Background: an optimization exercise with open tools, aiming at small area. Do not read the settings as production practice.
RTL that was checked went through simulation tests only; none was proved equivalent to the original.
The flow treats the clock pin as an ideal source, which a real chip does not have.
Power figures rest on the tool's default switching activity, not on a simulated workload.

Setup of the baseline:
==> flow/design.v <==
module spi_ctrl
(
    input wire i_clk,
    input wire i_rst,
    input wire i_en,
    input wire i_miso,
    output wire o_spi_clk,
    output wire o_spi_cs_n,
    output wire [15:0] o_data,
    output wire o_status
);
reg s1, s0;
reg [3:0] bit_count;
reg [15:0] data_r;
reg [15:0] clk_cnt;
reg latch_r;
wire recv = s0 & ~s1;
wire last = (bit_count == 4'd15);
always @(posedge i_clk, posedge i_rst)
    if (i_rst) begin
        s1        <= 1'b0;
        s0        <= 1'b0;
        bit_count <= 4'd0;
        data_r    <= 16'd0;
        clk_cnt   <= 16'd0;
        latch_r   <= 1'b0;
    end else begin
        clk_cnt   <= i_en ? clk_cnt + 16'd1 : 16'd0;
        latch_r   <= (clk_cnt[15:7] != 9'd0) && (clk_cnt[6:0] == 7'd10);
        s1        <= s0 & (s1 | last);
        s0        <= s0 ? ~s1 : i_en;
        bit_count <= recv ? bit_count + {3'd0, latch_r} : 4'd0;
        if (recv && latch_r)
            data_r <= {data_r[14:0], i_miso};
    end
assign o_spi_clk = clk_cnt[6];
assign o_status = s1;
assign o_data = data_r;
assign o_spi_cs_n = ~recv;
endmodule
module pwm_ctrl(
    input wire clk,
    input wire rst,
    input wire En,
    input wire [31:0] Ton,
    input wire [31:0] Tp,
    output wire  op,
    output wire [31:0] cnt_val,
    output wire [31:0] milli_cnt
);
reg [31:0] q_reg;
reg [31:0] q2_reg;
reg op_r;
wire milli_tick;
lfsr_prescaler #(
    .R    (17'h0e39a),
    .T    (17'h171cc),
    .MASK (17'h17dff),
    .J    (1)
) u_pre (
    .clk  (clk),
    .rst  (rst),
    .term (milli_tick)
);
wire [31:0] qn = ~q_reg;
wire lt_tp, lt_ton;
pwm_lt32 u_lt_tp  (.an(qn), .b(Tp),  .lt(lt_tp));
pwm_lt32 u_lt_ton (.an(qn), .b(Ton), .lt(lt_ton));
wire [31:0] q_inc, q2_inc;
pwm_inc32 u_inc_q  (.a(q_reg),  .ci(1'b1),       .s(q_inc));
pwm_inc32 u_inc_q2 (.a(q2_reg), .ci(milli_tick), .s(q2_inc));
wire go = En & lt_tp;
always @(posedge clk, posedge rst)
    if (rst) begin
        q_reg  <= 32'd0;
        q2_reg <= 32'd0;
        op_r   <= 1'b0;
    end else begin
        q_reg  <= q_inc & {32{go}};
        q2_reg <= q2_inc;
        op_r   <= En & lt_ton;
    end
assign op = op_r;
assign cnt_val = q_reg;
assign milli_cnt = q2_reg;
endmodule
module pwm_maj(input wire a, input wire b, input wire c, output wire y);
assign y = (a & b) | (a & c) | (b & c);
endmodule
module pwm_lt16(input wire [15:0] an, input wire [15:0] b, input wire ci, output wire lt);
wire [16:0] c;
assign c[0] = ci;
genvar i;
generate for (i = 0; i < 16; i = i + 1) begin : g
    pwm_maj u (.a(an[i]), .b(b[i]), .c(c[i]), .y(c[i+1]));
end endgenerate
assign lt = c[16];
endmodule
module pwm_lt32(input wire [31:0] an, input wire [31:0] b, output wire lt);
wire lo, hi0, hi1;
pwm_lt16 u_lo  (.an(an[15:0]),  .b(b[15:0]),  .ci(1'b0), .lt(lo));
pwm_lt16 u_hi0 (.an(an[31:16]), .b(b[31:16]), .ci(1'b0), .lt(hi0));
pwm_lt16 u_hi1 (.an(an[31:16]), .b(b[31:16]), .ci(1'b1), .lt(hi1));
assign lt = lo ? hi1 : hi0;
endmodule
module pwm_ha(input wire a, input wire b, output wire s, output wire co);
assign {co, s} = a + b;
endmodule
module pwm_inc32(input wire [31:0] a, input wire ci, output wire [31:0] s);
wire [32:0] c;
assign c[0] = ci;
genvar i;
generate for (i = 0; i < 32; i = i + 1) begin : g
    pwm_ha u (.a(a[i]), .b(c[i]), .s(s[i]), .co(c[i+1]));
end endgenerate
endmodule
module sevensegment(clk, reset, temp1, temp2, temp3, temp4, seg_out, seg_clk, anode);
input clk;
input reset;
input [3:0] temp1;
input [3:0] temp2;
input [3:0] temp3;
input [3:0] temp4;
output reg seg_clk;
output reg [6:0] seg_out;
output reg [3:0] anode;
wire term;
lfsr_prescaler #(
    .R    (17'h04da4),
    .T    (17'h126d6),
    .MASK (17'h17ffb),
    .J    (3)
) u_pre (
    .clk  (clk),
    .rst  (reset),
    .term (term)
);
wire seg_tick = term & ~seg_clk;
wire first = anode[3] & anode[2] & anode[1];
wire shown = ~(first & anode[0]);
reg [3:0] bcd;       
reg [3:0] disp;      
wire [3:0] sel = ({4{first}}     & temp1) |
                 ({4{~anode[3]}} & temp2) |
                 ({4{~anode[2]}} & temp3) |
                 ({4{~anode[1]}} & temp4);
always @(posedge clk, posedge reset)
    if (reset) begin
        seg_clk <= 1'b0;
    end else if (term) begin
        seg_clk <= ~seg_clk;
    end
always @(posedge clk, posedge reset)
    if (reset) begin
        bcd   <= 4'b0000;
        disp  <= 4'b0000;
        anode <= 4'b1111;
    end else if (seg_tick) begin
        bcd   <= sel;
        disp  <= bcd;
        anode <= {~first, anode[3:1]};
    end
always @* begin
    case (disp)
        4'd0: seg_out = 7'b100_0000;
        4'd1: seg_out = 7'b111_1001;
        4'd2: seg_out = 7'b010_0100;
        4'd3: seg_out = 7'b011_0000;
        4'd4: seg_out = 7'b001_1001;
        4'd5: seg_out = 7'b001_0010;
        4'd6: seg_out = 7'b000_0010;
        4'd7: seg_out = 7'b111_1000;
        4'd8: seg_out = 7'b000_0000;
        4'd9: seg_out = 7'b001_0000;
        default: seg_out = 7'b100_0000;
    endcase
    if (!shown) seg_out = 7'b111_1111;
end
endmodule
module temp_ctrl_periph (
    input  wire        clk,
    input  wire        rst,
    input  wire        spi_en,
    input  wire        spi_miso,
    output wire        spi_clk,
    output wire        spi_cs_n,
    output wire [15:0] spi_data,
    output wire        spi_status,
    input  wire        pwm_en,
    input  wire [31:0] pwm_ton,
    input  wire [31:0] pwm_tp,
    output wire        pwm_out,
    output wire [31:0] pwm_cnt,
    output wire [31:0] pwm_milli_cnt,
    input  wire [3:0]  disp_d0,
    input  wire [3:0]  disp_d1,
    input  wire [3:0]  disp_d2,
    input  wire [3:0]  disp_d3,
    output wire [6:0]  seg_out,
    output wire        seg_clk,
    output wire [3:0]  anode
);
spi_ctrl u_spi (
    .i_clk      (clk),
    .i_rst      (rst),
    .i_en       (spi_en),
    .i_miso     (spi_miso),
    .o_spi_clk  (spi_clk),
    .o_spi_cs_n (spi_cs_n),
    .o_data     (spi_data),
    .o_status   (spi_status)
);
pwm_ctrl u_pwm (
    .clk       (clk),
    .rst       (rst),
    .En        (pwm_en),
    .Ton       (pwm_ton),
    .Tp        (pwm_tp),
    .op        (pwm_out),
    .cnt_val   (pwm_cnt),
    .milli_cnt (pwm_milli_cnt)
);
sevensegment u_seg (
    .clk     (clk),
    .reset   (rst),
    .temp1   (disp_d0),
    .temp2   (disp_d1),
    .temp3   (disp_d2),
    .temp4   (disp_d3),
    .seg_out (seg_out),
    .seg_clk (seg_clk),
    .anode   (anode)
);
endmodule
module lfsr_prescaler #(
    parameter [16:0] R    = 17'h0,
    parameter [16:0] T    = 17'h0,
    parameter [16:0] MASK = 17'h1ffff,
    parameter integer J   = 0
) (
    input  wire clk,
    input  wire rst,
    output wire term
);
reg  [16:0] s;
wire [16:0] step = {s[15:0], s[16] ^ s[2]};
assign term = ((s ^ T) & MASK) == 17'b0;
integer i;
reg [16:0] nxt;
always @* begin
    nxt = step;
    if (term) nxt[J] = R[J];
end
always @(posedge clk, posedge rst)
    if (rst) s <= R;
    else     s <= nxt;
endmodule
export LEC_CHECK = 0
export CAP_MARGIN = 20
export CORE_MARGIN = 2
export CORE_UTILIZATION = 40
export SLEW_MARGIN = 20
export SYNTH_HIERARCHICAL = 1
create_clock -name core_clock -period 10.0 [get_ports {clk}]
standard.sh (not shown) runs the stock make flow with config.mk's settings and CLKGATE_MAP_FILE= SYNTH_SCRIPT=/design/flow/synth_recipe.tcl, a recipe that flattens the netlist after the stock synthesis.
==> flow/flow/run.sh <==
#!/bin/bash
# The standard layout with these changes: the port buffers are the smallest
# buffer (buf_1); after floorplan every logic cell is set to drive strength 1
# (repair_design and repair_timing size up what needs it); clock tree
# synthesis adds no dummy loads, and clock buffers whose flip-flops would see
# too slow a clock edge are made stronger (post_cts.tcl).
set -euo pipefail
here=$(pwd)
export BUFFER_PORTS_ARGS="-buffer_cell sky130_fd_sc_hd__buf_1"
export POST_FLOORPLAN_TCL="$here/flow/downsize.tcl"
export POST_CTS_TCL="$here/flow/post_cts.tcl"
export CTS_ARGS="-sink_clustering_enable -repair_clock_nets -dont_use_dummy_load -buf_list {$(cat flow/cts_bufs)} $(cat flow/cts_extra 2>/dev/null || true)"
bash standard.sh > standard.log 2>&1
==> flow/flow/cts_bufs <==
sky130_fd_sc_hd__clkbuf_4
==> flow/flow/cts_extra <==
-sink_clustering_size 10
==> flow/flow/downsize.tcl <==
# After synthesis and floorplan: put every logic cell at its smallest drive
# strength (X_1), leaving repair_design and repair_timing to size up what the
# layout needs.
set n 0
foreach inst [get_cells *] {
  set m [get_property $inst ref_name]
  if {[regexp {^(sky130_fd_sc_hd__[a-z0-9]+)_([0-9]+)$} $m -> base d]} {
    if {$d == 1 || [string match *tap* $base] || [string match *conb* $base]} { continue }
    set lc [get_lib_cells -quiet ${base}_1]
    if {$lc eq ""} { continue }
    if {[catch {replace_cell $inst $lc} err]} { puts "downsize: $inst $m: $err"; continue }
    incr n
  }
}
puts "downsize: $n cells set to drive strength 1"
==> flow/flow/post_cts.tcl <==
estimate_parasitics -placement
set big [get_lib_cells sky130_fd_sc_hd__clkbuf_8]
set n 0
foreach inst [get_cells *] {
  set m [get_property $inst ref_name]
  if {$m ne "sky130_fd_sc_hd__clkbuf_4"} { continue }
  set out [get_pins -of_objects $inst -filter "direction==output"]
  set net [get_nets -of_objects $out]
  set mx 0
  foreach p [get_pins -of_objects $net -filter "direction==input"] {
    set s [get_property $p slew_max]
    if {$s > $mx} { set mx $s }
  }
  if {$mx > 0.105} {
    replace_cell $inst $big
    incr n
  }
}
puts "post_cts: $n clock buffers set to clkbuf_8"
if {$n > 0} {
  detailed_placement
  check_placement -verbose
  estimate_parasitics -placement
}
The baseline closes out successfully: all stages finished, all timing, DRC and antenna checks passed.
What the candidate does differently from the baseline at the input level:
-- flow/design.v --
<<< the baseline, line 16
reg latch_r;
wire recv = s0 & ~s1;
wire last = (bit_count == 4'd15);
always @(posedge i_clk, posedge i_rst)
>>> the candidate, line 16
reg latch_r;
wire recv = s0 & ~s1;
wire [15:0] cnt_inc;
spi_inc16 u_inc (.a(clk_cnt), .s(cnt_inc));
wire last = (bit_count == 4'd15);
always @(posedge i_clk, posedge i_rst)
<<< the baseline, line 26
        latch_r   <= 1'b0;
    end else begin
        clk_cnt   <= i_en ? clk_cnt + 16'd1 : 16'd0;
        latch_r   <= (clk_cnt[15:7] != 9'd0) && (clk_cnt[6:0] == 7'd10);
        s1        <= s0 & (s1 | last);
>>> the candidate, line 28
        latch_r   <= 1'b0;
    end else begin
        clk_cnt   <= cnt_inc & {16{i_en}};
        latch_r   <= (clk_cnt[15:7] != 9'd0) && (clk_cnt[6:0] == 7'd10);
        s1        <= s0 & (s1 | last);
<<< the baseline, line 38
assign o_data = data_r;
assign o_spi_cs_n = ~recv;
endmodule
module pwm_ctrl(
>>> the candidate, line 40
assign o_data = data_r;
assign o_spi_cs_n = ~recv;
endmodule
module spi_inc16(input wire [15:0] a, output wire [15:0] s);
wire [16:0] c;
assign c[0] = 1'b1;
assign s[0] = ~a[0];
assign c[1] = a[0];
genvar i;
generate for (i = 1; i < 15; i = i + 1) begin : g
    pwm_ha u (.a(a[i]), .b(c[i]), .s(s[i]), .co(c[i+1]));
end endgenerate
assign s[15] = a[15] ^ c[15];
endmodule
module pwm_ctrl(
<<< the baseline, line 68
pwm_lt32 u_lt_ton (.an(qn), .b(Ton), .lt(lt_ton));
wire [31:0] q_inc, q2_inc;
pwm_inc32 u_inc_q  (.a(q_reg),  .ci(1'b1),       .s(q_inc));
pwm_inc32 u_inc_q2 (.a(q2_reg), .ci(milli_tick), .s(q2_inc));
wire go = En & lt_tp;
>>> the candidate, line 81
pwm_lt32 u_lt_ton (.an(qn), .b(Ton), .lt(lt_ton));
wire [31:0] q_inc, q2_inc;
pwm_inc1_32 u_inc_q (.a(q_reg), .s(q_inc));
pwm_inc32 u_inc_q2 (.a(q2_reg), .ci(milli_tick), .s(q2_inc));
wire go = En & lt_tp;
<<< the baseline, line 88
assign y = (a & b) | (a & c) | (b & c);
endmodule
module pwm_lt16(input wire [15:0] an, input wire [15:0] b, input wire ci, output wire lt);
wire [16:0] c;
assign c[0] = ci;
genvar i;
generate for (i = 0; i < 16; i = i + 1) begin : g
    pwm_maj u (.a(an[i]), .b(b[i]), .c(c[i]), .y(c[i+1]));
end endgenerate
>>> the candidate, line 101
assign y = (a & b) | (a & c) | (b & c);
endmodule
module pwm_lt16 #(parameter CI = 0) (input wire [15:0] an, input wire [15:0] b, output wire lt);
wire [16:0] c;
assign c[1] = CI ? (an[0] | b[0]) : (an[0] & b[0]);
genvar i;
generate for (i = 1; i < 16; i = i + 1) begin : g
    pwm_maj u (.a(an[i]), .b(b[i]), .c(c[i]), .y(c[i+1]));
end endgenerate
<<< the baseline, line 99
module pwm_lt32(input wire [31:0] an, input wire [31:0] b, output wire lt);
wire lo, hi0, hi1;
pwm_lt16 u_lo  (.an(an[15:0]),  .b(b[15:0]),  .ci(1'b0), .lt(lo));
pwm_lt16 u_hi0 (.an(an[31:16]), .b(b[31:16]), .ci(1'b0), .lt(hi0));
pwm_lt16 u_hi1 (.an(an[31:16]), .b(b[31:16]), .ci(1'b1), .lt(hi1));
assign lt = lo ? hi1 : hi0;
endmodule
>>> the candidate, line 112
module pwm_lt32(input wire [31:0] an, input wire [31:0] b, output wire lt);
wire lo, hi0, hi1;
pwm_lt16 #(.CI(0)) u_lo  (.an(an[15:0]),  .b(b[15:0]),  .lt(lo));
pwm_lt16 #(.CI(0)) u_hi0 (.an(an[31:16]), .b(b[31:16]), .lt(hi0));
pwm_lt16 #(.CI(1)) u_hi1 (.an(an[31:16]), .b(b[31:16]), .lt(hi1));
assign lt = lo ? hi1 : hi0;
endmodule
<<< the baseline, line 111
assign c[0] = ci;
genvar i;
generate for (i = 0; i < 32; i = i + 1) begin : g
    pwm_ha u (.a(a[i]), .b(c[i]), .s(s[i]), .co(c[i+1]));
end endgenerate
endmodule
module sevensegment(clk, reset, temp1, temp2, temp3, temp4, seg_out, seg_clk, anode);
>>> the candidate, line 124
assign c[0] = ci;
genvar i;
generate for (i = 0; i < 31; i = i + 1) begin : g
    pwm_ha u (.a(a[i]), .b(c[i]), .s(s[i]), .co(c[i+1]));
end endgenerate
assign s[31] = a[31] ^ c[31];
endmodule
module pwm_inc1_32(input wire [31:0] a, output wire [31:0] s);
wire [31:0] c;
assign s[0] = ~a[0];
assign c[1] = a[0];
genvar i;
generate for (i = 1; i < 31; i = i + 1) begin : g
    pwm_ha u (.a(a[i]), .b(c[i]), .s(s[i]), .co(c[i+1]));
end endgenerate
assign s[31] = a[31] ^ c[31];
endmodule
module sevensegment(clk, reset, temp1, temp2, temp3, temp4, seg_out, seg_clk, anode);
[summary]
Of the candidate and the baseline, it is the candidate that has the lower shortest period the worst path allows.
The candidate reports a higher sequential share of layout area than the baseline does.
In the flow results for the candidate and the baseline, the global-route wire length before repair is smaller on the candidate.
Against the baseline, power density over cell area in the candidate rose slightly.
Taking the baseline as the reference point, the all-layer global routing usage of the candidate falls by 0.62 points.
The candidate and the baseline ended up with nearly the same clock network area share.
The final area number comes out higher for the baseline vs the candidate.
On adder-cell share of the synthesized area: between the candidate and the baseline, it ends up higher for the candidate.
Cmp the candidate vs the baseline: utilization lower in the candidate
Compared with the baseline, the candidate is the less power-hungry design.
The fraction of power consumed by the clock network of the candidate and that of the baseline are within noise of each other.
The RTL of the candidate was laid out without a check of its function.

[static timing again, ports no longer ideal]
No port has a modelled driver above. Below, the same layouts with a new extraction and two added sets of constraints.
Step 1 assumes that a clkbuf_16 drives the clock port and a buf_2 every other input.
Step 2 also shifts input and output timing later by t, the mid clock arrival at the registers, as if the neighbouring blocks saw the same clock.
Slacks: no drivers / after step 1 / after step 2; pairs: no drivers / after step 1.
run	shift t [ns]	setup slack, ns	clock arrival spread, ns
the baseline	0.449	1.419 / 1.432 / 0.983	0.026 / 0.026
the candidate	0.443	1.612 / 1.627 / 1.184	0.033 / 0.033
After both steps setup and hold are still met in every run listed. For the baseline, which loses most, drivers alone change the setup slack by +0.013 ns; drivers and shift together by -0.436 ns.
